This design comes from an exercise in tuning for small area on the open sky130 flow, not from production work.
The RTL was checked by simulation tests, not by an equivalence proof against the original design.
The clock cells of runs 6 and 7 come from the design's own scripts or RTL, not from TritonCTS.
No driver is modelled on the clock port, so clock power and skew are understated where the tree is cut down; a real chip needs a root buffer or a tree.
Power and IR drop assume default switching activity.

File: flow/config.mk
export PLATFORM = sky130hd
export DESIGN_NAME = Traffic_light
export DESIGN_NICKNAME = Traffic_light
export VERILOG_FILES = /design/flow/design.v
export SDC_FILE = /design/flow/constraint.sdc
export NUM_CORES = 4
export LEC_CHECK = 0
export CAP_MARGIN = 20
export CORE_MARGIN = 2
export CORE_UTILIZATION = 40
export SLEW_MARGIN = 20
File: flow/constraint.sdc
create_clock -name core_clock -period 10.0 [get_ports {clk}]
set_input_delay 2.0000 -clock core_clock [delete_from_list [all_inputs] [get_ports {clk}]]
set_output_delay 2.0000 -clock core_clock [all_outputs]
set_load 0.01 [all_outputs]
File: flow/design.v
`timescale 1ns / 1ps
module delay_s (
	input [31:0]delay,
	input reset,clk,
	output timeout
    );
	localparam [31:0]frequency = 50000;
	localparam [31:0]one_ms_value    = frequency/1000;
	reg [31:0] ms_reg;
	wire[31:0] ms_nxt;
	reg [31:0] seconds_reg;
	wire[31:0] seconds_nxt;
	wire one_second_pass_flag;	 
	always @(posedge clk, posedge reset)
		if(reset)
			ms_reg <= 0;
		else 
			ms_reg <= ms_nxt;
	always @(posedge clk, posedge reset)
		if(reset)
			seconds_reg<=0;
		else 
			seconds_reg<=seconds_nxt;
	assign one_second_pass_flag = (one_ms_value==ms_reg)? 1'b1: 1'b0;
	assign timeout = (seconds_reg == delay);
	assign ms_nxt = ((seconds_reg == delay || one_ms_value == ms_reg )? 0 : ( ms_reg + 1));
	assign seconds_nxt = (seconds_reg == delay)? 0 : ((one_second_pass_flag == 1)? seconds_reg+1: seconds_reg);
endmodule
`timescale 1ns / 1ps
module debounce(
	input button_bressed, clk, reset,
	output button_state
    );
	reg [1:0]state_reg, state_nxt;
	reg button;
	reg [31:0]delay;
	wire timeout;
	delay_s uut (
		.delay(delay), 
		.reset(reset), 
		.clk(clk), 
		.timeout(timeout)
	);
	always @(posedge clk, posedge reset)
		if(reset)
			state_reg<=2'b00;
		else if(timeout)
			state_reg<=state_nxt; 
	always @*
		case(state_reg)
			2'b00:
			begin
				delay<=0;
				button<=0;
			end
			2'b01:
			begin
				delay<=20;
				button<=0;
			end
			2'b10:
			begin
				delay<=0;
				button<=1;
			end
			2'b11:
			begin
				delay<=20;
				button<=1;
			end
		endcase
	always @*
		if(state_reg==2'b00 && button_bressed)
			state_nxt<=2'b01;
		else if(state_reg==2'b01 && !button_bressed && timeout)
			state_nxt<=2'b00;
		else if(state_reg==2'b01 && button_bressed && timeout)
			state_nxt<=2'b10;
		else if(state_reg==2'b10 && !button_bressed)
			state_nxt<=2'b11;
		else if(state_reg==2'b11 && button_bressed && timeout)
			state_nxt<=2'b10;
		else if(state_reg==2'b11 && !button_bressed && timeout)
			state_nxt<=2'b00;
		else 
			state_nxt<=state_reg;
	assign button_state= button;
endmodule
`timescale 1ns / 1ps
module Traffic_light(
	input button_bressed, clk, reset,
	output green_led, yellow_led, red_led
    );
	reg [2:0]state_reg, state_nxt;
	reg [31:0]delay;
	wire timeout;
	delay_s uut (
		.delay(delay), 
		.reset(reset), 
		.clk(clk), 
		.timeout(timeout)
	);
	wire button_state;
	debounce uut1 (
		.button_bressed(button_bressed), 
		.clk(clk), 
		.reset(reset), 
		.button_state(button_state)
	);
	always @(posedge clk, posedge reset)
		if(reset)
			state_reg<=3'b000;
		else if(timeout|| state_nxt == 3'b011)
			state_reg<=state_nxt; 
	reg Green, Red, Yellow;
	always @*
		case(state_reg)
			3'b000:
			begin
				delay<=0;
				Green <= 1'b1;
				Yellow <= 1'b0;
				Red <= 1'b0;
			end
			3'b001:
			begin
				delay<=15000;
				Green <= 1'b0;
				Yellow <= 1'b1;
				Red <= 1'b0;
			end
			3'b010:
			begin
				delay<=30000;
				Green <= 1'b0;
				Yellow <= 1'b0;
				Red <= 1'b1;
			end
			3'b011:
			begin
				delay<=30000;
				Green <= 1'b0;
				Yellow <= 1'b0;
				Red <= 1'b1;
			end
			3'b100:
			begin
				delay<=30000;
				Green <= 1'b0;
				Yellow <= 1'b0;
				Red <= 1'b1;
			end
			default:
			begin
				delay<=0;
				Green <= 1'b0;
				Yellow <= 1'b0;
				Red <= 1'b0;
			end
		endcase
	always @*
		if(state_reg == 3'b000 &&  button_state)
			state_nxt<=3'b001;
		else if(state_reg == 3'b001)
			state_nxt<=3'b010;
		else if(state_reg == 3'b010 &&  button_state)
		begin
			state_nxt<=3'b011;
		end
		else if(state_reg == 3'b010)
			state_nxt<=3'b000;
		else if(state_reg == 3'b011)
			state_nxt<=3'b100;
		else if(state_reg == 3'b100)
			state_nxt<=3'b000;
		else state_nxt <= state_reg;
	assign green_led = Green;
	assign yellow_led = Yellow;
	assign red_led = Red;
endmodule
File: flow/run.sh
#!/bin/bash
# synth_recipe.tcl (not shown) runs the flow's synth.tcl, then flattens the netlist and writes it again
# the make line also repeats each setting of config.mk as NAME=value (left out here)
make -C /OpenROAD-flow-scripts/flow DESIGN_CONFIG=/design/flow/config.mk WORK_HOME=/design/flow/orfs CLKGATE_MAP_FILE= SYNTH_SCRIPT=/design/flow/synth_recipe.tcl finish
==> impl_metrics.env, run 1 <==
export IMPL_synth_top_cell_by_area="dfrtp_1"
export IMPL_gp_routability_congestion=0.815
export IMPL_cts_hold_fix_buffers=0
export IMPL_grt_util_all_layers_pct=16.5
export IMPL_io_pins=6
export IMPL_synth_seq_cells=133
export IMPL_portBuffers=5
export IMPL_drv_max_cap_violation_count=0
export IMPL_report_final_setup_viol=0
export IMPL_insertion_delay_ns=0.42
export IMPL_cp_start_kind="flip-flop"
export IMPL_antennaDiodeCount=0
export IMPL_initial_core_utilization_pct=40.5
export IMPL_mapped_area_um2=6960
export IMPL_crit_fanout=8
export IMPL_drt_pass1_iterations=5
export IMPL_clockRootBuffer="clkbuf_16"
export IMPL_grt_pass1_wl_mm=24.3
export IMPL_final_max_slew_violation_count=0
export IMPL_cts_tree="done"
export IMPL_synth_nets=714
export IMPL_layout_area_overhead_vs_synth_pct=11.8
export IMPL_synth_simple_gate_area_share_pct=29.2
export IMPL_largest_stage_delay_worst_path_ns=0.53
export IMPL_synth_commonest_cells="dfrtp_1 (133), nor2_1 (99), xnor2_1 (71)"
export IMPL_min_delay_path_class="reg2reg"
export IMPL_hpwl_mm=9.23
export IMPL_yosys_most_used_dff="dfrtp_1"
export IMPL_max_slew_worst_pin_slew_ns=1.01
export IMPL_wirelength_mm=14.0
export IMPL_critical_path_endpoint_type="primary output"
export IMPL_post_route_cells_drive_above_1_share_pct=8.08
export IMPL_post_synth_adder_cell_area_pct=1.44
export IMPL_critPathKind="reg2out"
export IMPL_drc=0
export IMPL_cts_resized_gates=0
export IMPL_post_synthesis_compound_gate_area_fraction_pct=2.91
export IMPL_worst_ep_arrival_time_ns=1.91
export IMPL_fp_dieArea_um2=18500
export IMPL_finalClockSkew_ns=0.00804
export IMPL_max_slew_margin_pct=32.3
export IMPL_ys_warnings_count=3
export IMPL_synth_area_mux_share_pct=0.324
export IMPL_ys_seq_area_share_pct=47.8
export IMPL_layout_min_cycle_time_ns=3.91
export IMPL_finalHoldViolations=0
export IMPL_combinational_family_with_the_most_area_after_synthesis="simple AND/OR/NAND/NOR gates"
export IMPL_fin_crit_sh_pct=39.1
export IMPL_crit_required_ns=8.00
export IMPL_grt_max_degree=76
export IMPL_synth_edff_count=0
export IMPL_postSynthCellCount=703
export IMPL_cts_repair_timing_setup_buffer_count=0
export IMPL_power_leakage_uw=0.00320
export IMPL_floorplan_rows=48
export IMPL_floorplan_die_height_um=136
export IMPL_detailedRoute_firstIterationViolations=308
export IMPL_post_synth_cell_area_avg_um2=9.90
export IMPL_final_nets=716
export IMPL_avgRoutedWirePerCell_um=14.8
export IMPL_final_area_um2=7780
export IMPL_final_fill_count=1645
export IMPL_final_core_util_pct=45.3
export IMPL_clk_pin_slew_worst_paths_ns=0.05
export IMPL_ys_async_sr_fraction_pct=100
export IMPL_vias_in_the_first_global_route=4942
export IMPL_design_core_area_um2=17200
export IMPL_worst_path_cell_trace="or3b_1, nand2_1, clkdlybuf4s50_1"
export IMPL_pwr_per_cell_area_nw_per_um2=184
export IMPL_post_synth_top_area_share_pct=47.8
export IMPL_max_freq_mhz=256
export IMPL_antenna_found_initial=0
export IMPL_setup_repair_after_global_routing_missed_its_margin="false"
export IMPL_cts_root_to_sink_buffers=2
export IMPL_placed_area_um2=7170
export IMPL_tritoncts_num_sinks=133
export IMPL_tns_ns=0
export IMPL_antenna_violating_nets_post_route=0
export IMPL_cts_htree_levels=4
export IMPL_die_width_um=136
export IMPL_route_detailed_vias_per_inst=5.42
export IMPL_cts_made_buffers=17
export IMPL_yosys_area_share_xor_xnor_pct=15.1
export IMPL_synthMostInstantiatedCell="dfrtp_1"
export IMPL_yosysUniqueCellTypes=44
export IMPL_outcome="finished clean"
export IMPL_crit_slowest_cell="clkdlybuf4s50_1"
export IMPL_via_total_after_detailed_routing=5109
export IMPL_irDropWorstVdd_mv=0.128
export IMPL_synth_top_cells_by_area="dfrtp_1 (48%), xnor2_1 (8.9%), xor2_1 (6.2%)"
export IMPL_grt_overflow=0
## final timing paths
check / start / endpoint / slack (ns) / depth (start not counted)
setup / recovery: state_reg[1] / red_led / 6.09 / 3
hold / removal: uut1.uut.seconds_reg[31] / uut1.uut.seconds_reg[31] / 0.48 / 1
setup reg to reg: uut.seconds_reg[0] / uut.ms_reg[2] / 7.22 / 7
hold reg to reg: uut1.uut.seconds_reg[31] / uut1.uut.seconds_reg[31] / 0.48 / 1
max in group asynchronous: reset / uut.seconds_reg[15] / 6.59 / 3
min in group asynchronous: reset / uut1.uut.ms_reg[28] / 2.13 / 2
## stage by stage
| stage | hold slack (ns) | cells | setup WS, ns | power (uW) |
|---|---|---|---|---|
| after floorplan | 0.447 | 703 | 4.45 | 778 |
| after global placement | 0.464 | 911 | 6.06 | 808 |
| after detailed placement | 0.468 | 911 | 6.01 | 817 |
| after CTS | 0.482 | 943 | 6.07 | 1450 |
| after global routing | 0.507 | 943 | 5.99 | 1510 |
| final | 0.476 | 943 | 6.09 | 1430 |
## final cells by class
cell class              instances  area, um2  share of cell area, %
clock buffers                  24        502                   6.45
clock inverters                 8       96.3                   1.24
inverters                      20       77.6                  0.997
multi-input cells             525       3420                   44.0
flip-flops and latches        133       3330                   42.8
well taps                     225        282                   3.62
repair buffers                  8       72.6                  0.933
## report_power, final
| group | total, uW | switching [uW] | internal, uW |
|---|---|---|---|
| sequential | 586 | 28.4 | 558 |
| combinational | 219 | 147 | 71.5 |
| clock | 628 | 229 | 399 |
## layer usage
layer / vias up / global-route usage, % / share of wire, %
met3: 22 / 3.69 / 3.2
met1: 2522 / 22.2 / 48
li1: 2486 / - / -
met5: - / 0 / 0
met2: 79 / 25.9 / 47
met4: 0 / 6.54 / 1.7
## cell families (layout without fill, tap and decap cells)
kind of cell,count (synthesis),count (layout)
AND/OR/NAND/NOR,370,370
flip-flops,133,133
XOR/XNOR,120,120
buffers and inverters,45,60
AO/OA/AOI/OAI,25,25
adder cells (fa/ha/maj),8,8
multiplexers,2,2
## critical path: cells and delay by family, from the launching register on
kind	cells	cell delay [ns]
buffers and inverters	1	0.53
and+or+nand+nor	2	0.52
DFF	1	0.44
## cells in the final DEF (no fill, tap or decap), drive strengths merged, types with 5 or more instances in the layout
cell type / synthesis / final
nand2: 42 / 42
clkdlybuf4s50: 0 / 5
clkbuf: 6 / 24
a21oi: 7 / 7
nor3: 25 / 25
and4: 13 / 13
xor2: 49 / 49
dfrtp: 133 / 133
clkinv: 0 / 5
nand3: 49 / 49
nor2: 100 / 100
inv: 20 / 20
nor4: 37 / 37
and3: 19 / 19
and2: 10 / 10
xnor2: 71 / 71
ha: 8 / 8
o21ai: 6 / 6
nand4: 62 / 62
==> run 2, diff against run 1 <==
==> flow/design.v (replaced) <==
module delay_s (
	input clk,
	input load,
	output timeout
    );
	localparam [20:0] P  = 21'haaaaa;
	localparam [20:0] T  = 21'h1893c9;
	localparam [20:0] C1 = 21'h5bc56;
	reg  [20:0] q;
	wire [20:0] c = q ^ P;
	assign timeout = (c == T);
	wire fb = c[20] ^ c[1] ^ timeout;
	always @(posedge clk)
		q <= (load ? C1 : {c[19:0], fb}) ^ P;
endmodule
module debounce(
	input button_bressed, clk, reset,
	output button_state
    );
	localparam [9:0] P    = 10'h2aa;
	localparam [9:0] S0   = 10'h3ff;
	localparam [9:0] TERM = 10'h7f;
	reg b, cnt;
	reg  [9:0] q;
	wire [9:0] d = q ^ P;
	wire timeout = (d == TERM);
	always @(posedge clk, posedge reset)
		if (reset) begin
			b <= 1'b0;
			cnt <= 1'b0;
		end else if (cnt) begin
			if (timeout) begin
				cnt <= 1'b0;
				b <= button_bressed;
			end
		end else
			cnt <= button_bressed ^ b;
	always @(posedge clk)
		q <= (cnt ? {d[8:0], d[9] ^ d[6]} : S0) ^ P;
	assign button_state = b;
endmodule
module Traffic_light(
	input button_bressed, clk, reset,
	output green_led, yellow_led, red_led
    );
	reg [2:0] s;
	wire b, timeout;
	debounce db (
		.button_bressed(button_bressed),
		.clk(clk),
		.reset(reset),
		.button_state(b)
	);
	wire t0 = (s == 3'b000);
	delay_s tm (
		.clk(clk),
		.load(t0),
		.timeout(timeout)
	);
	always @(posedge clk, posedge reset)
		if (reset)
			s <= 3'b000;
		else case (s)
			3'b000: if (b) s <= 3'b100;
			3'b100: if (timeout) s <= 3'b010;
			3'b010: if (b) s <= 3'b011; else if (timeout) s <= 3'b000;
			3'b011: if (timeout) s <= 3'b001;
			3'b001: if (timeout) s <= 3'b000;
			default: s <= 3'b000;
		endcase
	assign green_led = t0;
	assign yellow_led = s[2];
	assign red_led = s[1] | s[0];
endmodule
--- a/flow/config.mk
+++ b/flow/config.mk
@@ -8,4 +8,7 @@
 export CAP_MARGIN = 20
 export CORE_MARGIN = 2
-export CORE_UTILIZATION = 40
+export CORE_UTILIZATION = 25
+export CTS_BUF_LIST = sky130_fd_sc_hd__clkbuf_8
+export CTS_CLUSTER_DIAMETER = 200
+export CTS_CLUSTER_SIZE = 40
 export SLEW_MARGIN = 20
==> run 2 against run 1 <==
Compared with the run above:
- synthesized cell count shrank 85%
- critical path depth is the same
- worst hold slack worse by 0.10 ns
- sequential power down about 60%
- clock skew down 0.0035 ns
- flip-flop and latch count is 97 lower
- global-route usage fell by 8.5 points
- critical path type unchanged
- largest power group is now registers
==> impl_metrics.env, run 2 <==
export IMPL_outcome="finished clean"
export IMPL_cts_repair_timing_setup_buffer_count=0
export IMPL_final_nets=118
export IMPL_finalHoldViolations=0
export IMPL_synth_commonest_cells="dfxtp_1 (31), nand2_1 (20), nor2_1 (14)"
export IMPL_ys_seq_area_share_pct=64.3
export IMPL_setup_repair_after_global_routing_missed_its_margin="false"
export IMPL_synth_seq_cells=36
export IMPL_fp_dieArea_um2=5200
export IMPL_floorplan_rows=24
export IMPL_pwr_per_cell_area_nw_per_um2=307
export IMPL_irDropWorstVdd_mv=0.119
export IMPL_layout_min_cycle_time_ns=4.09
export IMPL_layout_area_overhead_vs_synth_pct=18.4
export IMPL_biggestRegsByFlops="tm.q x21, db.q x10, s x3"
export IMPL_post_route_cells_drive_above_1_share_pct=13.8
export IMPL_gp_routability_congestion=0.714
export IMPL_postSynthCellCount=106
export IMPL_cts_htree_levels=2
export IMPL_via_total_after_detailed_routing=732
export IMPL_largest_register_ffs=21
export IMPL_wirelength_mm=1.84
export IMPL_max_slew_margin_pct=71.4
export IMPL_design_core_area_um2=4410
export IMPL_synth_top_cell_by_area="dfxtp_1"
export IMPL_clockRootBuffer="clkbuf_8"
export IMPL_largest_stage_delay_worst_path_ns=0.59
export IMPL_synth_edff_count=0
export IMPL_report_final_setup_viol=0
export IMPL_initial_core_utilization_pct=26.3
export IMPL_cts_tree="done"
export IMPL_final_max_slew_violation_count=0
export IMPL_cp_start_kind="flip-flop"
export IMPL_floorplan_die_height_um=72.1
export IMPL_tns_ns=0
export IMPL_cts_root_to_sink_buffers=2
export IMPL_final_cells=168
export IMPL_drc=0
export IMPL_ys_warnings_count=3
export IMPL_post_synth_top_area_share_pct=53.5
export IMPL_max_freq_mhz=245
export IMPL_crit_buf_inv=2
export IMPL_power_frac_seq_pct=55.1
export IMPL_grt_overflow=0
export IMPL_path_delay_family="buffers and inverters"
export IMPL_power_leakage_uw=0.000568
export IMPL_critPathKind="reg2out"
export IMPL_io_pins=6
export IMPL_layout_cells_most_common_list="dfxtp_1 (31), nand2_1 (20), nor2_1 (14)"
export IMPL_synth_nets=109
export IMPL_max_slew_worst_pin_slew_ns=0.430
export IMPL_worst_path_cell_trace="or3_1, inv_2, clkdlybuf4s50_1"
export IMPL_detailedRoute_firstIterationViolations=59
export IMPL_hpwl_mm=1.36
export IMPL_p_int_uw=303
export IMPL_crit_fanout=14
export IMPL_antennaDiodeCount=0
export IMPL_antenna_found_initial=0
export IMPL_layout_cells_most_common="dfxtp_1"
export IMPL_crit_required_ns=8.00
export IMPL_critical_path_endpoint_type="primary output"
export IMPL_comb_power_share_pct=15.6
export IMPL_drv_max_cap_violation_count=0
export IMPL_top_register="tm.q"
export IMPL_cts_resized_gates=0
export IMPL_grt_util_all_layers_pct=7.99
export IMPL_yosysUniqueCellTypes=30
export IMPL_drt_pass1_iterations=4
export IMPL_fin_crit_sh_pct=40.9
export IMPL_cts_made_buffers=5
export IMPL_dp_cells=160
export IMPL_sw_frac_of_total_pct=28.3
export IMPL_yosys_most_used_dff="dfxtp_1"
export IMPL_post_synth_cell_area_avg_um2=10.9
export IMPL_cts_hold_fix_buffers=0
export IMPL_worst_ep_arrival_time_ns=2.09
export IMPL_min_delay_path_class="reg2reg"
export IMPL_ys_async_sr_fraction_pct=13.9
export IMPL_total_switching_power_uw=119
export IMPL_synth_top_cells_by_area="dfxtp_1 (54%), dfrtp_1 (11%), nand2_1 (6.5%)"
export IMPL_crit_slowest_cell="or3_1"
export IMPL_tritoncts_num_sinks=36
export IMPL_die_width_um=72.1
export IMPL_antenna_violating_nets_post_route=0
export IMPL_mapped_area_um2=1160
export IMPL_clockPowerShare_pct=29.3
export IMPL_synthMostInstantiatedCell="dfxtp_1"
export IMPL_clk_pin_slew_worst_paths_ns=0.07
export IMPL_grt_max_degree=15
export IMPL_route_detailed_vias_per_inst=4.36
export IMPL_portBuffers=5
export IMPL_finalClockSkew_ns=0.00451
export IMPL_insertion_delay_ns=0.28
export IMPL_vias_in_the_first_global_route=715
export IMPL_avgRoutedWirePerCell_um=11.0
export IMPL_hold_slack_ns=0.374
export IMPL_grt_pass1_wl_mm=3.15
-- run 2: changes by cell type after synthesis, moves of 13 or more --
cell and change:
nand3_1 -49, and3_1 -19, and4_1 -13, nor4_1 -26
nor3_1 -25, xor2_1 -47, xnor2_1 -71, nand2_1 -22
nand4_1 -60, dfrtp_1 -128, dfxtp_1 +31, inv_1 -17
nor2_1 -85
-- run 2: worst register-to-register path, delay by kind of cell, from the launching register on --
family           cells  cell delay (ns)
DFF                  1             0.50
muxes                1             0.35
and+or+nand+nor      2             0.48
-- run 2: path summary, 6_finish.rpt --
kind / startpoint / endpoint / slack (ns) / cells past startpoint
max in group asynchronous: reset / s[0] / 7.90 / 2
hold reg to reg: tm.q[6] / tm.q[7] / 0.37 / 1
setup / recovery: s[2] / green_led / 5.91 / 3
hold / removal: tm.q[6] / tm.q[7] / 0.37 / 1
min in group asynchronous: reset / s[2] / 1.91 / 2
setup reg to reg: db.cnt / db.b / 8.55 / 3
-- run 2: final cells by class --
class	count	area [um2]
fill	436	3040
sequential	36	746
multi-input combinational	63	387
clock buffer	5	68.8
tap	52	65.1
timing repair buffer	5	50.0
clock inverter	3	42.5
inverter	4	15.0
-- run 2: cells by family after synthesis --
family | Yosys count | share of synthesized area [%]
AOI/OAI and AO/OA | 8 | 5.39
xor gates and xnor gates | 2 | 1.51
buffers and inverters | 7 | 2.37
DFF | 36 | 64.3
muxes | 1 | 0.971
and+or+nand+nor | 52 | 25.5
-- run 2: stage by stage --
stage | power (uW) | area (um2) | util, % | setup slack [ns]
final | 422 | 1370 | 31.1 | 5.91
after global routing | 450 | 1370 | 31.1 | 5.79
after CTS | 428 | 1370 | 31.1 | 5.88
after detailed placement | 302 | 1260 | 28.6 | 6.21
after global placement | 297 | 1260 | 28.6 | 6.23
after floorplan | 277 | 1160 | - | 6.92
-- run 2: routing by layer --
metal / share of wire (%) / GRT usage, % / vias to the layer above / wire length [um]
met1: 43 / 9.36 / 341 / 785
met4: 2.8 / 5.45 / 0 / 51
li1: - / - / 363 / -
met2: 48 / 12.0 / 22 / 876
met3: 7.0 / 3.06 / 6 / 128
met5: 0 / 0 / - / 0
-- run 2: power groups by stage --
stage	Sequential (uW)	Combinational, uW	Clock (uW)
final	232	65.9	124
after global routing	239	76.0	135
after CTS	233	67.7	128
after detailed placement	235	67.2	0
after global placement	233	64.0	0
after floorplan	227	49.8	0
==> run 3, diff against run 2 <==
--- a/flow/config.mk
+++ b/flow/config.mk
@@ -9,6 +9,3 @@
 export CORE_MARGIN = 2
 export CORE_UTILIZATION = 25
-export CTS_BUF_LIST = sky130_fd_sc_hd__clkbuf_8
-export CTS_CLUSTER_DIAMETER = 200
-export CTS_CLUSTER_SIZE = 40
 export SLEW_MARGIN = 20
==> run 3 against run 2 <==
Compared with the run above:
- clock skew is the same
- die area is the same
- synthesized area is the same
- final area is the same
- total power is the same
- first-iteration DRC count is the same
- combinational power is essentially flat
- largest power group unchanged
- core utilization is the same
- wire length is the same
- via count is the same
- flip-flop and latch count is the same
==> impl_metrics.env, run 3 <==
export IMPL_cts_root_to_sink_buffers=2
export IMPL_hpwl_mm=1.36
export IMPL_dpl_worst_slack_ns=6.21
export IMPL_die_width_um=72.1
export IMPL_worst_ep_arrival_time_ns=2.09
export IMPL_ff2ff_setup_slack_ns=8.55
export IMPL_outcome="finished clean"
export IMPL_final_core_util_pct=31.1
export IMPL_layout_min_cycle_time_ns=4.09
export IMPL_grt_max_degree=15
export IMPL_final_nets=118
export IMPL_avgRoutedWirePerCell_um=11.0
export IMPL_crit_fanout=14
export IMPL_regToRegStartpoint="db.cnt"
export IMPL_crit_required_ns=8.00
export IMPL_fin_crit_sh_pct=40.9
export IMPL_grt_util_all_layers_pct=7.99
export IMPL_postSynthCellCount=106
export IMPL_layout_cells_most_common_list="dfxtp_1 (31), nand2_1 (20), nor2_1 (14)"
export IMPL_setup_repair_after_global_routing_missed_its_margin="false"
export IMPL_drc=0
export IMPL_final_critical_path_setup_slack_ns=5.91
export IMPL_wirelength_mm=1.84
export IMPL_clockRootBuffer="clkbuf_8"
export IMPL_report_final_setup_viol=0
export IMPL_cts_made_buffers=5
export IMPL_top_register="tm.q"
export IMPL_drt_pass1_iterations=4
export IMPL_cts_repair_timing_setup_buffer_count=0
export IMPL_cts_htree_levels=2
export IMPL_initial_core_utilization_pct=26.3
export IMPL_floorplan_rows=24
export IMPL_route_detailed_vias_per_inst=4.36
export IMPL_cts_tree="done"
export IMPL_vias_in_the_first_global_route=715
export IMPL_critPathKind="reg2out"
export IMPL_antenna_violating_nets_post_route=0
export IMPL_detailedRoute_firstIterationViolations=59
export IMPL_antenna_found_initial=0
export IMPL_yosys_most_used_dff="dfxtp_1"
export IMPL_synth_commonest_cells="dfxtp_1 (31), nand2_1 (20), nor2_1 (14)"
export IMPL_min_delay_worst_endpoint="tm.q[7]"
export IMPL_synth_seq_cells=36
export IMPL_io_pins=6
export IMPL_drv_max_cap_violation_count=0
export IMPL_clk_pin_slew_worst_paths_ns=0.07
export IMPL_max_slew_margin_pct=71.4
export IMPL_timing_rr_end="db.b"
export IMPL_finalHoldViolations=0
export IMPL_post_synth_cell_area_avg_um2=10.9
export IMPL_power_leakage_uw=0.000568
export IMPL_final_max_slew_violation_count=0
export IMPL_mapped_area_um2=1160
export IMPL_ys_async_sr_fraction_pct=13.9
export IMPL_antennaDiodeCount=0
export IMPL_design_core_area_um2=4410
export IMPL_post_route_cells_drive_above_1_share_pct=13.8
export IMPL_grt_overflow=0
export IMPL_irDropWorstVdd_mv=0.119
export IMPL_cp_start_kind="flip-flop"
export IMPL_r2r_cells=3
export IMPL_max_slew_worst_pin_slew_ns=0.430
export IMPL_finalClockSkew_ns=0.00451
export IMPL_hold_slack_ns=0.374
export IMPL_synth_top_cells_by_area="dfxtp_1 (54%), dfrtp_1 (11%), nand2_1 (6.5%)"
export IMPL_largest_register_ffs=21
export IMPL_synthMostInstantiatedCell="dfxtp_1"
export IMPL_synth_nets=109
export IMPL_cts_hold_fix_buffers=0
export IMPL_insertion_delay_ns=0.28
export IMPL_layout_cells_most_common="dfxtp_1"
export IMPL_post_synth_top_area_share_pct=53.5
export IMPL_min_delay_path_class="reg2reg"
export IMPL_via_total_after_detailed_routing=732
export IMPL_hold_start="tm.q[6]"
export IMPL_cts_resized_gates=0
export IMPL_biggestRegsByFlops="tm.q x21, db.q x10, s x3"
export IMPL_synth_top_cell_by_area="dfxtp_1"
export IMPL_layout_area_overhead_vs_synth_pct=18.4
export IMPL_gp_routability_congestion=0.714
export IMPL_max_freq_mhz=245
export IMPL_yosysUniqueCellTypes=30
export IMPL_pwr_per_cell_area_nw_per_um2=307
export IMPL_worstHoldPathCells=1
export IMPL_portBuffers=5
export IMPL_tns_ns=0
export IMPL_grt_pass1_wl_mm=3.15
export IMPL_critical_path_endpoint_type="primary output"
export IMPL_synth_edff_count=0
export IMPL_ys_seq_area_share_pct=64.3
export IMPL_floorplan_die_height_um=72.1
export IMPL_fp_dieArea_um2=5200
export IMPL_ys_warnings_count=3
export IMPL_tritoncts_num_sinks=36
## run 3: cell counts in the layout (fill, tap and decap cells not counted)
Identical to the previous run, type by type.
## run 3: report_power, final
| part | switching [uW] | total, uW | internal (uW) |
|---|---|---|---|
| Sequential | 34.5 | 232 | 198 |
| Combinational | 34.7 | 65.9 | 31.1 |
| Clock | 50.0 | 124 | 73.7 |
| Total | 119 | 422 | 303 |
## run 3: kinds of logic (layout without fill, tap and decap cells)
group / Yosys count / count (layout) / share of synthesized area [%]
xor gates and xnor gates: 2 / 2 / 1.51
DFF: 36 / 36 / 64.3
buffers and inverters: 7 / 17 / 2.37
muxes: 1 / 1 / 0.971
and+or+nand+nor: 52 / 52 / 25.5
AOI/OAI and AO/OA: 8 / 8 / 5.39
## run 3: how the worst max path moves through the flow
stage,start,end
finish,s[2],green_led
global route,s[2],green_led
CTS,s[2],green_led
detailed placement,s[2],green_led
global placement,s[2],green_led
floorplan,s[2],green_led
## run 3: through the flow
| stage | cell area [um2] | instances | power [uW] |
|---|---|---|---|
| global placement | 1260 | 160 | 297 |
| finish | 1370 | 168 | 422 |
| global route | 1370 | 168 | 450 |
| CTS | 1370 | 168 | 428 |
| detailed placement | 1260 | 160 | 302 |
| floorplan | 1160 | 106 | 277 |
## run 3: metal layers
layer / GRT usage (%) / share of wire [%] / routed length [um]
met1: 9.36 / 43 / 785
met2: 12.0 / 48 / 876
met3: 3.06 / 7.0 / 128
met4: 5.45 / 2.8 / 51
met5: 0 / 0 / 0
## run 3: final cells by class
cell class	instances	area, um2
tap	52	65.1
fill	436	3040
clock inverter	3	42.5
timing repair buffer	5	50.0
multi-input combinational	63	387
inverter	4	15.0
clock buffer	5	68.8
sequential	36	746
## run 3: critical path, stage by stage, from the launching register on
cell and delay [ns]:
dfrtp_1 0.43, or3_1 0.59, inv_2 0.22, clkdlybuf4s50_1 0.57
==> run 4, diff against run 3 <==
--- a/flow/design.v
+++ b/flow/design.v
@@ -5,12 +5,12 @@
     );
 	localparam [20:0] P  = 21'haaaaa;
-	localparam [20:0] T  = 21'h1893c9;
 	localparam [20:0] C1 = 21'h5bc56;
 	reg  [20:0] q;
 	wire [20:0] c = q ^ P;
-	assign timeout = (c == T);
-	wire fb = c[20] ^ c[1] ^ timeout;
-	always @(posedge clk)
-		q <= (load ? C1 : {c[19:0], fb}) ^ P;
+	assign timeout = ((c & 21'h1ffbfb) == 21'h1893c9);
+	always @(posedge clk) begin
+		q[20:1] <= (load ? C1[20:1] : c[19:0]) ^ P[20:1];
+		q[0] <= ~(load | timeout) & (c[20] ^ c[1]);
+	end
 endmodule
 module debounce(
@@ -18,11 +18,10 @@
 	output button_state
     );
-	localparam [9:0] P    = 10'h2aa;
-	localparam [9:0] S0   = 10'h3ff;
-	localparam [9:0] TERM = 10'h7f;
+	localparam [9:0] P  = 10'h2aa;
+	localparam [9:0] S0 = 10'h155;
 	reg b, cnt;
 	reg  [9:0] q;
 	wire [9:0] d = q ^ P;
-	wire timeout = (d == TERM);
+	wire timeout = ((d & 10'h2ff) == 10'h2aa);
 	always @(posedge clk, posedge reset)
 		if (reset) begin
==> run 4 against run 3 <==
Compared with the run above:
- global-route usage grew 0.14 points
- fmax decreased by 0.76%
- critical path type unchanged
- largest power group unchanged
- critical path depth is the same
- die area is 6.4% lower
- final cell count fell by 4.8%
- synthesized cell count shrank 5.7%
- via count decreased by 9.3%
- flip-flop and latch count stayed put
==> impl_metrics.env, run 4 <==
export IMPL_outcome="finished clean"
export IMPL_worstSetupStartpoint="s[1]"
export IMPL_io_pins=6
export IMPL_placed_area_um2=1180
export IMPL_ys_async_sr_fraction_pct=13.9
export IMPL_layout_cells_most_common="dfxtp_1"
export IMPL_final_max_slew_violation_count=0
export IMPL_regToRegStartpoint="s[1]"
export IMPL_biggestRegsByFlops="tm.q x21, db.q x10, s x3"
export IMPL_largest_stage_delay_worst_path_ns=0.59
export IMPL_irDropWorstVdd_mv=0.110
export IMPL_design_core_area_um2=4090
export IMPL_drt_pass1_iterations=4
export IMPL_post_route_cells_drive_above_1_share_pct=9.09
export IMPL_worst_ep_arrival_time_ns=2.12
export IMPL_gp_routability_congestion=0.746
export IMPL_floorplan_rows=23
export IMPL_max_slew_worst_pin_slew_ns=0.479
export IMPL_max_slew_margin_pct=68.1
export IMPL_cts_root_to_sink_buffers=2
export IMPL_clockRootBuffer="clkbuf_8"
export IMPL_max_freq_mhz=243
export IMPL_final_nets=112
export IMPL_antennaDiodeCount=0
export IMPL_drv_max_cap_violation_count=0
export IMPL_hold_start="tm.q[2]"
export IMPL_synth_edff_count=0
export IMPL_fin_crit_sh_pct=41.2
export IMPL_worst_path_cell_trace="or3_1, clkinv_1, clkdlybuf4s50_1"
export IMPL_pwr_per_cell_area_nw_per_um2=318
export IMPL_crit_required_ns=8.00
export IMPL_ys_warnings_count=3
export IMPL_route_detailed_vias_per_inst=4.15
export IMPL_layout_area_overhead_vs_synth_pct=17.6
export IMPL_ys_seq_area_share_pct=69.0
export IMPL_layout_cells_most_common_list="dfxtp_1 (31), nand2_1 (24), nor2_1 (9)"
export IMPL_cts_hold_fix_buffers=0
export IMPL_crit_slowest_cell="or3_1"
export IMPL_portBuffers=5
export IMPL_post_synth_cell_area_avg_um2=10.8
export IMPL_grt_max_degree=15
export IMPL_final_area_um2=1270
export IMPL_post_synth_top_area_share_pct=57.4
export IMPL_synth_top_cell_by_area="dfxtp_1"
export IMPL_die_width_um=69.8
export IMPL_grt_overflow=0
export IMPL_timing_rr_end="tm.q[0]"
export IMPL_final_cells=160
export IMPL_fp_dieArea_um2=4870
export IMPL_final_fill_count=426
export IMPL_hpwl_mm=1.26
export IMPL_synth_top_cells_by_area="dfxtp_1 (57%), dfrtp_1 (12%), nand2_1 (8.3%)"
export IMPL_wirelength_mm=1.75
export IMPL_tritoncts_num_sinks=36
export IMPL_hold_slack_ns=0.374
export IMPL_insertion_delay_ns=0.28
export IMPL_dp_cells=152
export IMPL_yosys_most_used_dff="dfxtp_1"
export IMPL_power_leakage_uw=0.000561
export IMPL_layout_min_cycle_time_ns=4.12
export IMPL_crit_fanout=14
export IMPL_synth_seq_cells=36
export IMPL_synthMostInstantiatedCell="dfxtp_1"
export IMPL_yosysUniqueCellTypes=26
export IMPL_clk_pin_slew_worst_paths_ns=0.07
export IMPL_r2r_cells=3
export IMPL_largest_register_ffs=21
export IMPL_worst_setup_endpoint="green_led"
export IMPL_synth_nets=103
export IMPL_initial_core_utilization_pct=26.5
export IMPL_finalClockSkew_ns=0.00415
export IMPL_report_final_setup_viol=0
export IMPL_setup_repair_after_global_routing_missed_its_margin="false"
export IMPL_ff2ff_setup_slack_ns=8.47
export IMPL_floorplan_die_height_um=69.8
export IMPL_antenna_found_initial=0
export IMPL_via_total_after_detailed_routing=664
export IMPL_grt_util_all_layers_pct=8.13
export IMPL_min_delay_path_class="reg2reg"
export IMPL_antenna_violating_nets_post_route=0
export IMPL_cts_tree="done"
export IMPL_critPathKind="reg2out"
export IMPL_postSynthCellCount=100
export IMPL_cts_htree_levels=2
export IMPL_grt_pass1_wl_mm=2.91
export IMPL_cts_resized_gates=0
export IMPL_avgRoutedWirePerCell_um=10.9
export IMPL_detailedRoute_firstIterationViolations=18
export IMPL_mapped_area_um2=1080
export IMPL_cp_start_kind="flip-flop"
export IMPL_cts_repair_timing_setup_buffer_count=0
export IMPL_top_register="tm.q"
export IMPL_drc=0
export IMPL_vias_in_the_first_global_route=649
export IMPL_critical_path_endpoint_type="primary output"
export IMPL_cts_made_buffers=5
export IMPL_synth_commonest_cells="dfxtp_1 (31), nand2_1 (24), nor2_1 (9)"
export IMPL_finalHoldViolations=0
export IMPL_tns_ns=0
run 4: final cells by class:
class                   instances  area (um2)  share of cell area (%)
clock buffers                   8        90.1                    7.09
inverters                       3        11.3                   0.886
flip-flops and latches         36         746                    58.7
multi-input cells              58         312                    24.5
well taps                      50        62.6                    4.92
repair buffers                  5        50.0                    3.94
run 4: worst min path at each step:
stage | slack, ns | to | cells after the start
final | 0.37 | tm.q[3] | 1
after global routing | 0.40 | tm.q[5] | 1
after CTS | 0.38 | tm.q[3] | 1
after detailed placement | 0.37 | tm.q[3] | 1
after global placement | 0.35 | tm.q[3] | 1
after floorplan | 0.34 | tm.q[3] | 1
run 4: metal layers:
layer | vias to the layer above | track usage, % | part of all wire (%)
met2 | 9 | 10.5 | 42
met4 | 0 | 5.77 | 2.6
met5 | - | 0 | 0
met1 | 309 | 10.4 | 52
li1 | 342 | - | -
met3 | 4 | 3.92 | 3.5
run 4: critical path, delay by kind of cell, from the launching register on:
kind	cells	cell delay, ns
AND/OR/NAND/NOR	1	0.59
buffers and inverters	2	0.81
flip-flops	1	0.44
run 4: through the flow:
step                      worst slack [ns]  power [uW]  utilization (%)
after detailed placement              6.21         306             28.9
final                                 5.88         405             31.1
after global routing                  5.78         430             31.1
after global placement                6.24         302             28.9
after floorplan                       6.98         284                -
after CTS                             5.88         411             31.1
run 4: kinds of logic after synthesis:
family / Yosys count / synth area share (%)
AOI/OAI and AO/OA: 5 / 3.47
xor gates and xnor gates: 3 / 2.43
buffers and inverters: 6 / 2.20
DFF: 36 / 69.0
muxes: 1 / 1.04
and+or+nand+nor: 49 / 21.9
run 4: power breakdown:
part,internal (uW),leakage [uW],switching [uW],total (uW)
Combinational,26.8,0.000197,20.6,47.4
Clock,56.1,0.0000455,46.6,103
Sequential,214,0.000319,40.3,254
Total,297,0.000561,108,405
==> run 5, diff against run 4 <==
==> flow/flow/run.sh (new file) <==
#!/bin/bash
# Own layout flow: the standard ORFS flow (standard.sh) with
#  - the standard synthesis script, except that ABC maps with an area script,
#  - unit-size port buffers,
#  - a clock tree of one cluster without dummy loads,
#  - power recovery (downsizing of gates off the critical path).
# Each step's full output stays in orfs/logs; make's output goes to flow_make.log.
set -euo pipefail
W=$PWD
export MY_ABC_SCRIPT=$W/flow/area.script
bash standard.sh \
  SYNTH_SCRIPT=$W/flow/my_synth.tcl \
  BUFFER_PORTS_ARGS="-buffer_cell sky130_fd_sc_hd__buf_1" \
  CTS_ARGS="-buf_list sky130_fd_sc_hd__clkbuf_8 -root_buf sky130_fd_sc_hd__clkbuf_8 -dont_use_dummy_load -sink_clustering_enable -sink_clustering_size 50 -sink_clustering_max_diameter 500 -repair_clock_nets" \
  RECOVER_POWER=100 \
  finish > $W/flow_make.log 2>&1
==> flow/flow/area.script (new file) <==
strash
dch -f
amap
topo
==> flow/flow/my_synth.tcl (new file) <==
proc synth {args} { yosys synth -nofsm -noshare {*}$args }
proc abc {args} {
  set i [lsearch -exact $args -script]
  if {$i >= 0 && [info exists ::env(MY_ABC_SCRIPT)]} { set args [lreplace $args [expr {$i+1}] [expr {$i+1}] $::env(MY_ABC_SCRIPT)] }
  yosys abc {*}$args
}
source $::env(SCRIPTS_DIR)/synth.tcl
# left out here: clear keep_hierarchy, flatten, clean up, hide names made inside functions, write 1_2_yosys.v
==> flow/standard.sh (new file) <==
#!/bin/bash
# synth_recipe.tcl (not shown) runs the flow's synth.tcl, then flattens the netlist and writes it again
# the make line also repeats each setting of config.mk as NAME=value (left out here)
make -C /OpenROAD-flow-scripts/flow DESIGN_CONFIG=/design/flow/config.mk WORK_HOME=/design/flow/orfs CLKGATE_MAP_FILE= SYNTH_SCRIPT=/design/flow/synth_recipe.tcl "${@:-finish}"
removed: flow/run.sh
==> run 5 against run 4 <==
Compared with the run above:
- clock power is 16% lower
- final area decreased by 3.4%
- total power shrank 30%
- critical path depth unchanged
- first-iteration DRC count is 11% lower
- via count increased by 12%
==> impl_metrics.env, run 5 <==
export IMPL_crit_fanout=10
export IMPL_insertion_delay_ns=0.28
export IMPL_yosys_most_used_dff="dfxtp_1"
export IMPL_cts_made_buffers=5
export IMPL_irDropWorstVdd_mv=0.0876
export IMPL_final_max_slew_violation_count=0
export IMPL_detailedRoute_firstIterationViolations=16
export IMPL_vias_in_the_first_global_route=699
export IMPL_ys_async_sr_fraction_pct=13.9
export IMPL_tritoncts_num_sinks=36
export IMPL_clockRootBuffer="clkbuf_8"
export IMPL_top_register="tm.q"
export IMPL_cp_start_kind="flip-flop"
export IMPL_worst_ep_arrival_time_ns=1.66
export IMPL_grt_pass1_wl_mm=3.09
export IMPL_drt_pass1_iterations=4
export IMPL_report_final_setup_viol=0
export IMPL_synth_commonest_cells="dfxtp_1 (31), nand2_1 (27), nor2_1 (19)"
export IMPL_design_core_area_um2=4090
export IMPL_gp_routability_congestion=0.852
export IMPL_floorplan_die_height_um=69.6
export IMPL_final_fill_count=435
export IMPL_worstHoldPathCells=1
export IMPL_portBuffers=5
export IMPL_cts_root_to_sink_buffers=2
export IMPL_layout_min_cycle_time_ns=3.66
export IMPL_initial_core_utilization_pct=26.4
export IMPL_largest_register_ffs=21
export IMPL_antenna_found_initial=0
export IMPL_grt_overflow=0
export IMPL_drc=0
export IMPL_cts_htree_levels=2
export IMPL_io_pins=6
export IMPL_yosysUniqueCellTypes=19
export IMPL_min_delay_worst_endpoint="tm.q[3]"
export IMPL_fin_crit_sh_pct=36.6
export IMPL_postSynthCellCount=109
export IMPL_sw_frac_of_total_pct=22.3
export IMPL_hold_start="tm.q[2]"
export IMPL_multi_input_area_um2=305
export IMPL_r2r_cells=5
export IMPL_die_width_um=69.6
export IMPL_ys_warnings_count=3
export IMPL_setup_repair_after_global_routing_missed_its_margin="false"
export IMPL_p_int_uw=219
export IMPL_power_leakage_uw=0.000535
export IMPL_timing_rr_end="s[1]"
export IMPL_synth_nets=112
export IMPL_via_total_after_detailed_routing=741
export IMPL_drv_max_cap_violation_count=0
export IMPL_cts_resized_gates=0
export IMPL_comb_power_share_pct=5.2
export IMPL_power_frac_seq_pct=63.9
export IMPL_clk_pin_slew_worst_paths_ns=0.06
export IMPL_crit_buf_inv=1
export IMPL_avgRoutedWirePerCell_um=10.4
export IMPL_synth_seq_cells=36
export IMPL_path_delay_family="simple AND/OR/NAND/NOR gates"
export IMPL_fp_dieArea_um2=4850
export IMPL_largest_stage_delay_worst_path_ns=0.51
export IMPL_crit_required_ns=8.00
export IMPL_layout_cells_most_common="dfxtp_1"
export IMPL_cts_repair_timing_setup_buffer_count=0
export IMPL_wirelength_mm=1.75
export IMPL_synth_top_cell_by_area="dfxtp_1"
export IMPL_ys_seq_area_share_pct=69.2
export IMPL_post_route_cells_drive_above_1_share_pct=4.20
export IMPL_tns_ns=0
export IMPL_cts_hold_fix_buffers=0
export IMPL_synth_edff_count=0
export IMPL_floorplan_rows=23
export IMPL_hpwl_mm=1.29
export IMPL_layout_area_overhead_vs_synth_pct=13.9
export IMPL_max_freq_mhz=273
export IMPL_post_synth_top_area_share_pct=57.6
export IMPL_max_slew_margin_pct=57.9
export IMPL_finalPower_uw=282
export IMPL_grt_max_degree=16
export IMPL_seqCellArea_um2=746
export IMPL_regToRegStartpoint="s[0]"
export IMPL_critPathKind="reg2out"
export IMPL_synth_top_cells_by_area="dfxtp_1 (58%), dfrtp_1 (12%), nand2_1 (9.4%)"
export IMPL_mapped_area_um2=1080
export IMPL_layout_cells_most_common_list="dfxtp_1 (31), nand2_1 (27), nor2_1 (19)"
export IMPL_outcome="finished clean"
export IMPL_finalHoldViolations=0
export IMPL_biggestRegsByFlops="tm.q x21, db.q x10, s x3"
export IMPL_antennaDiodeCount=0
export IMPL_synthMostInstantiatedCell="dfxtp_1"
export IMPL_pwr_per_cell_area_nw_per_um2=229
export IMPL_max_slew_worst_pin_slew_ns=0.629
export IMPL_critical_path_cell_count=3
export IMPL_min_delay_path_class="reg2reg"
export IMPL_grt_util_all_layers_pct=8.30
export IMPL_worst_path_cell_trace="or2_0, nor2_1, buf_1"
export IMPL_crit_slowest_cell="nor2_1"
export IMPL_clockPowerShare_pct=30.9
export IMPL_post_synth_cell_area_avg_um2=9.88
export IMPL_critical_path_endpoint_type="primary output"
export IMPL_cts_tree="done"
export IMPL_total_switching_power_uw=62.7
export IMPL_route_detailed_vias_per_inst=4.38
export IMPL_ff2ff_setup_slack_ns=7.60
export IMPL_antenna_violating_nets_post_route=0
export IMPL_finalClockSkew_ns=0.00595
export IMPL_final_nets=124
[run 5: changes by cell type after synthesis, sizes merged, moves of 3 or more]
cell | previous run | this run
clkinv | 1 | 7
o21ai | 0 | 3
nor2 | 9 | 19
nand2 | 24 | 27
xor2 | 3 | 0
[run 5: layout make-up]
cell class / instances / area share, %
clock buffer: 5 / 5.61
inverter: 7 / 2.14
multi-input combinational: 66 / 24.9
sequential: 36 / 60.8
tap: 50 / 5.10
timing repair buffer: 5 / 1.53
[run 5: worst reg2reg max path: cells and delay by family, from the launching register on]
kind	cells	cell delay [ns]
AOI/OAI and AO/OA	2	0.58
buffers and inverters	1	0.53
and+or+nand+nor	2	0.78
DFF	1	0.38
[run 5: through the flow]
step | setup slack, ns | cell area, um2 | hold WS [ns] | util (%) | instances
floorplan | 6.87 | 1080 | 0.343 | - | 109
global placement | 6.64 | 1160 | 0.351 | 28.4 | 164
detailed placement | 6.62 | 1160 | 0.355 | 28.4 | 164
CTS | 6.31 | 1230 | 0.369 | 30.0 | 169
global route | 6.22 | 1230 | 0.388 | 30.0 | 169
finish | 6.34 | 1230 | 0.368 | 30.0 | 169
[run 5: worst max-delay path by stage]
stage	start	end	slack, ns
6_report	s[0]	green_led	6.34
5_1_grt	s[1]	green_led	6.22
2_1_floorplan	s[0]	green_led	6.87
4_1_cts	s[0]	green_led	6.31
3_3_place_gp	s[0]	green_led	6.64
3_5_place_dp	s[0]	green_led	6.62
[run 5: power by group through the flow]
stage	Clock [uW]	Sequential [uW]	Combinational, uW
finish	87.0	180	14.8
CTS	91.0	180	15.2
global route	97.4	183	16.8
detailed placement	0	183	15.1
floorplan	0	178	12.3
global placement	0	182	13.8
[run 5: layer usage]
layer  up-vias  wire, um  global-route usage [%]
li1        375         -                       -
met5         -         0                       0
met3         6        44                    2.62
met2         7       852                    14.0
met1       353       796                    8.76
met4         0        59                    5.77
[run 5: logic make-up (layout without fill, tap and decap cells)]
family,count (synthesis),in the layout,share of synthesized area (%)
AND/OR/NAND/NOR,58,58,23.6
flip-flops,36,36,69.2
AO/OA/AOI/OAI,8,8,4.76
buffers and inverters,7,17,2.44
==> run 6, diff against run 5 <==
==> flow/flow/run.sh (replaced) <==
#!/bin/bash
# Own layout flow: the standard ORFS flow (standard.sh) with
#  - the standard synthesis script, except that ABC maps with an area script,
#  - unit-size port buffers,
#  - a one-level clock tree built by flow/cts.tcl (3 buf_4 buffers off the clock port),
#  - power recovery (downsizing of gates off the critical path).
# Each step's full output stays in orfs/logs; make's output goes to flow_make.log.
set -euo pipefail
W=$PWD
export MY_ABC_SCRIPT=$W/flow/area.script
export MY_CTS_N=${MY_CTS_N:-3}
export MY_CTS_BUF=${MY_CTS_BUF:-sky130_fd_sc_hd__buf_4}
bash standard.sh \
  SYNTH_SCRIPT=$W/flow/my_synth.tcl \
  BUFFER_PORTS_ARGS="-buffer_cell sky130_fd_sc_hd__buf_1" \
  PRE_CTS_TCL=$W/flow/cts.tcl \
  RECOVER_POWER=100 \
  finish > $W/flow_make.log 2>&1
==> flow/flow/cts.tcl (new file) <==
# PRE_CTS_TCL hook: replaces clock_tree_synthesis with a one-level clock tree.
# The flip-flops are split into MY_CTS_N groups by position (k-means); each group
# gets one MY_CTS_BUF buffer at its centre, driven straight from the clock port.
rename clock_tree_synthesis orig_clock_tree_synthesis
proc clock_tree_synthesis {args} {
  set block [ord::get_db_block]
  set db [ord::get_db]
  set k $::env(MY_CTS_N)
  set master [$db findMaster $::env(MY_CTS_BUF)]
  set clk [$block findNet clk]
  set sinks {}
  foreach it [$clk getITerms] {
    if {[$it isInputSignal] || [[$it getMTerm] getSigType] == "CLOCK" || [$it getMTerm] != ""} {
      lappend sinks $it
    }
  }
  # positions
  set pts {}
  foreach it $sinks {
    set b [[$it getInst] getBBox]
    lappend pts [list [expr {([$b xMin]+[$b xMax])/2.0}] [expr {([$b yMin]+[$b yMax])/2.0}]]
  }
  set n [llength $sinks]
  # k-means, initialised by sorting on x+y
  set order [lsort -real -indices [lmap p $pts {expr {[lindex $p 0]*1.0+[lindex $p 1]}}]]
  set cent {}
  for {set c 0} {$c < $k} {incr c} {
    lappend cent [lindex $pts [lindex $order [expr {int(($c+0.5)*$n/$k)}]]]
  }
  for {set iter 0} {$iter < 50} {incr iter} {
    set asg {}
    foreach p $pts {
      set best 0; set bd 1e30
      for {set c 0} {$c < $k} {incr c} {
        set q [lindex $cent $c]
        set d [expr {abs([lindex $p 0]-[lindex $q 0]) + abs([lindex $p 1]-[lindex $q 1])}]
        if {$d < $bd} { set bd $d; set best $c }
      }
      lappend asg $best
    }
    set newc {}
    for {set c 0} {$c < $k} {incr c} {
      set sx 0; set sy 0; set m 0
      foreach p $pts a $asg { if {$a == $c} { set sx [expr {$sx+[lindex $p 0]}]; set sy [expr {$sy+[lindex $p 1]}]; incr m } }
      if {$m > 0} { lappend newc [list [expr {$sx/$m}] [expr {$sy/$m}]] } else { lappend newc [lindex $cent $c] }
    }
    set cent $newc
  }
  for {set c 0} {$c < $k} {incr c} {
    set inst [odb::dbInst_create $block $master "clkbuf_leaf_$c"]
    set net [odb::dbNet_create $block "clknet_leaf_$c"]
    $net setSigType CLOCK
    [$inst findITerm A] connect $clk
    [$inst findITerm X] connect $net
    set q [lindex $cent $c]
    $inst setLocation [expr {int([lindex $q 0])}] [expr {int([lindex $q 1])}]
    $inst setPlacementStatus PLACED
    set m 0
    foreach it $sinks a $asg {
      if {$a == $c} { $it disconnect; $it connect $net; incr m }
    }
    puts "clock group $c: $m sinks, buffer at $q"
  }
  set_propagated_clock [all_clocks]
}
==> run 6 against run 5 <==
Compared with the run above:
- clock power is 44% lower
- clock skew is 0.0073 ns higher
- worst hold slack better by 0.0019 ns
- critical path type unchanged
- worst setup slack better by 0.11 ns
- synthesized cell count stayed put
- still clean
- largest cell class unchanged
- largest power group unchanged
- critical path depth stayed put
- final area is 3.8% lower
- highest routed layer unchanged
- via count is 5.0% lower
- sequential power hardly changed
==> impl_metrics.env, run 6 <==
export IMPL_post_synthesis_compound_gate_area_fraction_pct=4.76
export IMPL_worst_path_cell_trace="or2_0, nor2_1, buf_1"
export IMPL_multi_input_area_um2=305
export IMPL_layout_cells_most_common_list="dfxtp_1 (31), nand2_1 (27), nor2_1 (19)"
export IMPL_cts_repair_timing_setup_buffer_count=0
export IMPL_largest_stage_delay_worst_path_ns=0.51
export IMPL_final_area_um2=1180
export IMPL_grt_max_degree=16
export IMPL_mapped_area_um2=1080
export IMPL_ff2ff_setup_slack_ns=7.58
export IMPL_postSynthCellCount=109
export IMPL_final_max_slew_violation_count=0
export IMPL_synth_top_cell_by_area="dfxtp_1"
export IMPL_synth_simple_gate_area_share_pct=23.6
export IMPL_outcome="finished clean"
export IMPL_ys_warnings_count=3
export IMPL_portBuffers=5
export IMPL_report_final_setup_viol=0
export IMPL_wirelength_mm=1.70
export IMPL_cp_start_kind="flip-flop"
export IMPL_critical_path_endpoint_type="primary output"
export IMPL_pwr_per_cell_area_nw_per_um2=205
export IMPL_design_core_area_um2=4090
export IMPL_synth_commonest_cells="dfxtp_1 (31), nand2_1 (27), nor2_1 (19)"
export IMPL_vias_in_the_first_global_route=671
export IMPL_layout_min_cycle_time_ns=3.55
export IMPL_yosys_most_used_dff="dfxtp_1"
export IMPL_floorplan_rows=23
export IMPL_fp_dieArea_um2=4850
export IMPL_fin_crit_sh_pct=35.5
export IMPL_critPathKind="reg2out"
export IMPL_drc=0
export IMPL_ys_seq_area_share_pct=69.2
export IMPL_synth_seq_cells=36
export IMPL_synthMostInstantiatedCell="dfxtp_1"
export IMPL_worst_ep_arrival_time_ns=1.55
export IMPL_gp_routability_congestion=0.852
export IMPL_antenna_violating_nets_post_route=0
export IMPL_synth_edff_count=0
export IMPL_finalClockSkew_ns=0.0132
export IMPL_synth_top_cells_by_area="dfxtp_1 (58%), dfrtp_1 (12%), nand2_1 (9.4%)"
export IMPL_layout_area_overhead_vs_synth_pct=9.64
export IMPL_post_synth_adder_cell_area_pct=0
export IMPL_crit_fanout=10
export IMPL_grt_util_all_layers_pct=7.09
export IMPL_seqCellArea_um2=746
export IMPL_irDropWorstVdd_mv=0.0854
export IMPL_cts_resized_gates=0
export IMPL_min_delay_path_class="reg2reg"
export IMPL_final_core_util_pct=28.9
export IMPL_largest_register_ffs=21
export IMPL_drv_max_cap_violation_count=0
export IMPL_route_detailed_vias_per_inst=4.22
export IMPL_crit_required_ns=8.00
export IMPL_final_fill_count=435
export IMPL_initial_core_utilization_pct=26.4
export IMPL_synth_nets=112
export IMPL_detailedRoute_firstIterationViolations=17
export IMPL_finalHoldViolations=0
export IMPL_crit_slowest_cell="nor2_1"
export IMPL_layout_cells_most_common="dfxtp_1"
export IMPL_cts_hold_fix_buffers=0
export IMPL_post_synth_top_area_share_pct=57.6
export IMPL_antenna_found_initial=0
export IMPL_insertion_delay_ns=0.15
export IMPL_via_total_after_detailed_routing=704
export IMPL_die_width_um=69.6
export IMPL_biggestRegsByFlops="tm.q x21, db.q x10, s x3"
export IMPL_grt_pass1_wl_mm=2.98
export IMPL_synth_area_mux_share_pct=0
export IMPL_hpwl_mm=1.29
export IMPL_final_nets=122
export IMPL_max_slew_margin_pct=57.4
export IMPL_power_leakage_uw=0.000514
export IMPL_top_register="tm.q"
export IMPL_yosys_area_share_xor_xnor_pct=0
export IMPL_tns_ns=0
export IMPL_clk_pin_slew_worst_paths_ns=0.11
export IMPL_post_route_cells_drive_above_1_share_pct=2.56
export IMPL_max_freq_mhz=282
export IMPL_yosysUniqueCellTypes=19
export IMPL_combinational_family_with_the_most_area_after_synthesis="simple AND/OR/NAND/NOR gates"
export IMPL_setup_repair_after_global_routing_missed_its_margin="false"
export IMPL_ys_async_sr_fraction_pct=13.9
export IMPL_max_slew_worst_pin_slew_ns=0.637
export IMPL_avgRoutedWirePerCell_um=10.2
export IMPL_placed_area_um2=1160
export IMPL_antennaDiodeCount=0
export IMPL_io_pins=6
export IMPL_floorplan_die_height_um=69.6
export IMPL_drt_pass1_iterations=4
export IMPL_grt_overflow=0
export IMPL_post_synth_cell_area_avg_um2=9.88
==> run 6: cell type report <==
cell class | instances | share of cell area, %
Buffer | 3 | 1.91
Inverter | 7 | 2.22
Multi-Input combinational cell | 66 | 25.8
Sequential cell | 36 | 63.1
Tap cell | 50 | 5.30
Timing Repair Buffer | 5 | 1.59
==> run 6: cells by family after synthesis <==
kind of cell,Yosys count
flops,36
compound gates,8
simple gates,58
buf+inv,7
==> run 6: stage by stage <==
step,cells,hold slack (ns),setup WS [ns],power [uW]
floorplan,109,0.343,6.87,191
global placement,164,0.351,6.64,196
detailed placement,164,0.355,6.62,198
CTS,167,0.372,6.44,245
global route,167,0.386,6.34,257
finish,167,0.370,6.45,243
==> run 6: routing by layer <==
metal,global-route usage [%],wire length [um]
met1,8.84,808
met2,13.5,824
met3,0.436,25
met4,1.28,40
met5,0,0
==> run 6: power breakdown <==
part	switching, uW	internal [uW]	total, uW
sequential	13.0	166	179
combinational	7.22	7.52	14.7
clock	32.7	15.8	48.5
total	53.0	190	243
==> run 6: worst max-delay path, delay by kind of cell, from the launching register on <==
kind	cells	cell delay, ns
buffers and inverters	1	0.23
DFF	1	0.40
and+or+nand+nor	2	0.78
==> run 6: worst paths after layout <==
kind / from / endpoint / cells past startpoint
worst max-delay path: s[0] / green_led / 3
worst min-delay path: tm.q[4] / tm.q[5] / 1
worst max register to register: s[0] / s[1] / 5
worst min register to register: tm.q[4] / tm.q[5] / 1
max in group asynchronous: reset / db.b / 2
min in group asynchronous: reset / s[2] / 2
==> run 7, diff against run 6 <==
==> flow/design.v (replaced) <==
module delay_s (
	input clk,
	input load,
	output timeout
    );
	reg  [20:0] q;
	wire [20:0] c = q ^ 21'haaaaa;
	assign timeout = ((c & 21'h1fffbe) == 21'h112792);
	always @(posedge clk) begin
		q[0] <= (load ? 1'b1 : (c[20] ^ c[1])) ^ 1'b0;
		q[1] <= ((load | timeout) ? 1'b0 : c[0]) ^ 1'b1;
		q[2] <= (load ? 1'b1 : c[1]) ^ 1'b0;
		q[3] <= (load ? 1'b1 : c[2]) ^ 1'b1;
		q[4] <= (load ? 1'b0 : c[3]) ^ 1'b0;
		q[5] <= (load ? 1'b1 : c[4]) ^ 1'b1;
		q[6] <= (load ? 1'b0 : c[5]) ^ 1'b0;
		q[7] <= (load ? 1'b1 : c[6]) ^ 1'b1;
		q[8] <= (load ? 1'b0 : c[7]) ^ 1'b0;
		q[9] <= (load ? 1'b0 : c[8]) ^ 1'b1;
		q[10] <= (load ? 1'b0 : c[9]) ^ 1'b0;
		q[11] <= (load ? 1'b1 : c[10]) ^ 1'b1;
		q[12] <= (load ? 1'b1 : c[11]) ^ 1'b0;
		q[13] <= (load ? 1'b1 : c[12]) ^ 1'b1;
		q[14] <= (load ? 1'b1 : c[13]) ^ 1'b0;
		q[15] <= (load ? 1'b0 : c[14]) ^ 1'b1;
		q[16] <= (load ? 1'b1 : c[15]) ^ 1'b0;
		q[17] <= (load ? 1'b1 : c[16]) ^ 1'b1;
		q[18] <= (load ? 1'b0 : c[17]) ^ 1'b0;
		q[19] <= (load ? 1'b1 : c[18]) ^ 1'b1;
		q[20] <= (load ? 1'b0 : c[19]) ^ 1'b0;
	end
endmodule
module debounce(
	input button_bressed, clk, reset,
	output button_state
    );
	localparam [9:0] P  = 10'h2aa;
	localparam [9:0] S0 = 10'h155;
	reg b, cnt;
	reg  [9:0] q;
	wire [9:0] d = q ^ P;
	wire timeout = ((d & 10'h2ff) == 10'h2aa);
	always @(posedge clk, posedge reset)
		if (reset) begin
			b <= 1'b0;
			cnt <= 1'b0;
		end else if (cnt) begin
			if (timeout) begin
				cnt <= 1'b0;
				b <= button_bressed;
			end
		end else
			cnt <= button_bressed ^ b;
	always @(posedge clk)
		q <= (cnt ? {d[8:0], d[9] ^ d[6]} : S0) ^ P;
	assign button_state = b;
endmodule
module Traffic_light(
	input button_bressed, clk, reset,
	output green_led, yellow_led, red_led
    );
	reg g, a, x;
	wire b, timeout;
	debounce db (
		.button_bressed(button_bressed),
		.clk(clk),
		.reset(reset),
		.button_state(b)
	);
	delay_s tm (
		.clk(clk),
		.load(g),
		.timeout(timeout)
	);
	always @(posedge clk, posedge reset)
		if (reset) begin
			g <= 1'b1;
			a <= 1'b0;
			x <= 1'b1;
		end else begin
			g <= g ? ~b : (timeout & ((~a & x & ~b) | (a & ~x)));
			a <= g ? (a & ~b) : (a | (x & b));
			x <= (x & ~(g ? b : (a & timeout))) | (~g & ~a & timeout);
		end
	assign green_led = g;
	assign yellow_led = ~(a | x);
	assign red_led = ~(g | yellow_led);
endmodule
==> run 7 against run 6 <==
Compared with the run above:
- final cell count decreased by 4.2%
- synthesized area down 2.6%
- register-to-register slack gained 0.63 ns
- wire length decreased by 8.2%
- core utilization is 0.27 points lower
- still clean
- critical path type unchanged
- clock power about the same
- sequential power about the same
==> impl_metrics.env, run 7 <==
export IMPL_outcome="finished clean"
export IMPL_final_cells=160
export IMPL_ys_seq_area_share_pct=71.3
export IMPL_yosys_most_used_dff="dfxtp_1"
export IMPL_final_nets=115
export IMPL_cts_resized_gates=0
export IMPL_via_total_after_detailed_routing=677
export IMPL_tns_ns=0
export IMPL_route_detailed_vias_per_inst=4.23
export IMPL_worst_ep_arrival_time_ns=1.32
export IMPL_drc=0
export IMPL_max_slew_worst_pin_slew_ns=0.547
export IMPL_postSynthCellCount=102
export IMPL_initial_core_utilization_pct=26.1
export IMPL_fin_crit_sh_pct=33.2
export IMPL_io_pins=6
export IMPL_drv_max_cap_violation_count=0
export IMPL_crit_required_ns=8.00
export IMPL_top_register="tm.q"
export IMPL_biggestRegsByFlops="tm.q x21, db.q x10"
export IMPL_post_synth_top_area_share_pct=59.1
export IMPL_grt_overflow=0
export IMPL_cp_start_kind="flip-flop"
export IMPL_setup_repair_after_global_routing_missed_its_margin="false"
export IMPL_hold_slack_ns=0.377
export IMPL_synth_top_cells_by_area="dfxtp_1 (59%), nor2_1 (9.3%), dfrtp_1 (7.2%)"
export IMPL_critical_path_endpoint_type="primary output"
export IMPL_antenna_found_initial=0
export IMPL_final_max_slew_violation_count=0
export IMPL_ys_warnings_count=3
export IMPL_clk_pin_slew_worst_paths_ns=0.11
export IMPL_layout_min_cycle_time_ns=3.32
export IMPL_vias_in_the_first_global_route=689
export IMPL_synth_edff_count=0
export IMPL_layout_cells_most_common="dfxtp_1"
export IMPL_wirelength_mm=1.56
export IMPL_hpwl_mm=1.18
export IMPL_cts_hold_fix_buffers=0
export IMPL_report_final_setup_viol=0
export IMPL_yosysUniqueCellTypes=19
export IMPL_irDropWorstVdd_mv=0.101
export IMPL_die_width_um=68.8
export IMPL_max_freq_mhz=301
export IMPL_synth_top_cell_by_area="dfxtp_1"
export IMPL_max_slew_margin_pct=63.5
export IMPL_synthMostInstantiatedCell="dfxtp_1"
export IMPL_post_synth_cell_area_avg_um2=10.3
export IMPL_synth_seq_cells=36
export IMPL_synth_commonest_cells="dfxtp_1 (31), nor2_1 (26), nand2_1 (19)"
export IMPL_cts_repair_timing_setup_buffer_count=0
export IMPL_critPathKind="reg2out"
export IMPL_crit_fanout=18
export IMPL_gp_routability_congestion=0.712
export IMPL_antenna_violating_nets_post_route=0
export IMPL_grt_max_degree=19
export IMPL_mapped_area_um2=1050
export IMPL_final_core_util_pct=28.6
export IMPL_ff2ff_setup_slack_ns=8.21
export IMPL_synth_nets=105
export IMPL_detailedRoute_firstIterationViolations=13
export IMPL_dp_cells=157
export IMPL_floorplan_die_height_um=68.8
export IMPL_grt_pass1_wl_mm=2.86
export IMPL_finalHoldViolations=0
export IMPL_finalClockSkew_ns=0.0241
export IMPL_post_route_cells_drive_above_1_share_pct=3.64
export IMPL_insertion_delay_ns=0.15
export IMPL_portBuffers=5
export IMPL_pwr_per_cell_area_nw_per_um2=213
export IMPL_design_core_area_um2=4030
export IMPL_ys_async_sr_fraction_pct=13.9
export IMPL_layout_cells_most_common_list="dfxtp_1 (31), nor2_1 (26), nand2_1 (19)"
export IMPL_largest_register_ffs=21
export IMPL_avgRoutedWirePerCell_um=9.75
export IMPL_finalPower_uw=245
export IMPL_power_leakage_uw=0.000471
export IMPL_fp_dieArea_um2=4730
export IMPL_layout_area_overhead_vs_synth_pct=9.89
export IMPL_min_delay_path_class="reg2reg"
export IMPL_antennaDiodeCount=0
export IMPL_drt_pass1_iterations=4
export IMPL_grt_util_all_layers_pct=7.47
export IMPL_floorplan_rows=23
run 7: cell types whose count changed after synthesis, sizes merged, moves of 2 or more:
cell    before  now
clkinv       7    5
nand2       27   19
o21ai        3    1
nor2        19   26
dfstp        0    2
dfrtp        5    3
run 7: power breakdown:
part | internal (uW) | switching, uW
registers | 167 | 15.0
logic | 7.90 | 6.87
clock network | 15.8 | 32.8
run 7: critical path, cell delays in order, from the launching register on:
cell     delay [ns]
dfstp_1        0.87
nor2_1         0.17
buf_1          0.16
run 7: cell type report:
type / count / area [um2]
plain buffers: 3 / 22.5
fillers: 434 / 2880
inverters: 5 / 18.8
multi-input cells: 61 / 283
flip-flops and latches: 36 / 748
well taps: 50 / 62.6
repair buffers: 5 / 18.8
run 7: path summary, 6_finish.rpt:
path                       startpoint       end  cells after the start
setup / recovery                    g   red_led                      2
hold / removal               tm.q[17]  tm.q[18]                      1
setup reg to reg                    g         x                      4
hold reg to reg              tm.q[17]  tm.q[18]                      1
max in group asynchronous       reset         x                      2
min in group asynchronous       reset      db.b                      2
run 7: layer usage:
metal / up-vias / wire (um) / global-route usage, %
met5: - / 0 / 0
met4: 0 / 16 / 0.735
met3: 3 / 59 / 0.812
met2: 10 / 644 / 12.4
met1: 313 / 840 / 10.9
li1: 351 / - / -
run 7: metrics by stage:
step | worst slack [ns] | instance area (um2)
2_1_floorplan | 7.19 | 1050
3_3_place_gp | 7.04 | 1130
3_5_place_dp | 7.02 | 1130
4_1_cts | 6.86 | 1150
5_1_grt | 6.53 | 1150
6_report | 6.68 | 1150
run 7: logic make-up (layout without fill, tap and decap cells):
family	after synthesis	count (layout)	synth area share (%)
and+or+nand+nor	54	54	22.4
DFF	36	36	71.3
AOI/OAI and AO/OA	7	7	4.53
buffers and inverters	5	13	1.79

[port drivers added, routing unchanged]
Ports are ideal in the flow. The routed layouts listed here were re-timed in OpenROAD.
Step 1 sets driving cells, clkbuf_16 on the clock port and buf_2 on the other inputs (assumed; they add their load-dependent delay and slew).
Step 2 times the ports against the registers' clock, not the clock port: input delays grow and output delays shrink by t, the midpoint of the rising clock arrivals with the driver on.
a / b / c = ideal / step 1 / step 2; a / b = the first two.
| run | t, ns | setup slack, ns | clock arrival spread, ns | pins driven straight from the clock port |
|---|---|---|---|---|
| run 1 | 0.454 | 6.093 / 6.055 / 6.152 | 0.008 / 0.008 | 1 |
| run 2 | 0.303 | 5.910 / 5.889 / 6.192 | 0.004 / 0.004 | 1 |
| run 3 | 0.303 | 5.910 / 5.889 / 6.192 | 0.004 / 0.004 | 1 |
| run 4 | 0.304 | 5.879 / 5.854 / 6.158 | 0.005 / 0.004 | 1 |
| run 5 | 0.297 | 6.336 / 6.313 / 6.610 | 0.006 / 0.006 | 1 |
| run 6 | 0.174 | 6.449 / 6.415 / 6.590 | 0.013 / 0.013 | 3 |
| run 7 | 0.168 | 6.678 / 6.646 / 6.814 | 0.024 / 0.024 | 3 |
After both steps setup and hold are still met in every run listed. Setup slack includes reset recovery checks.
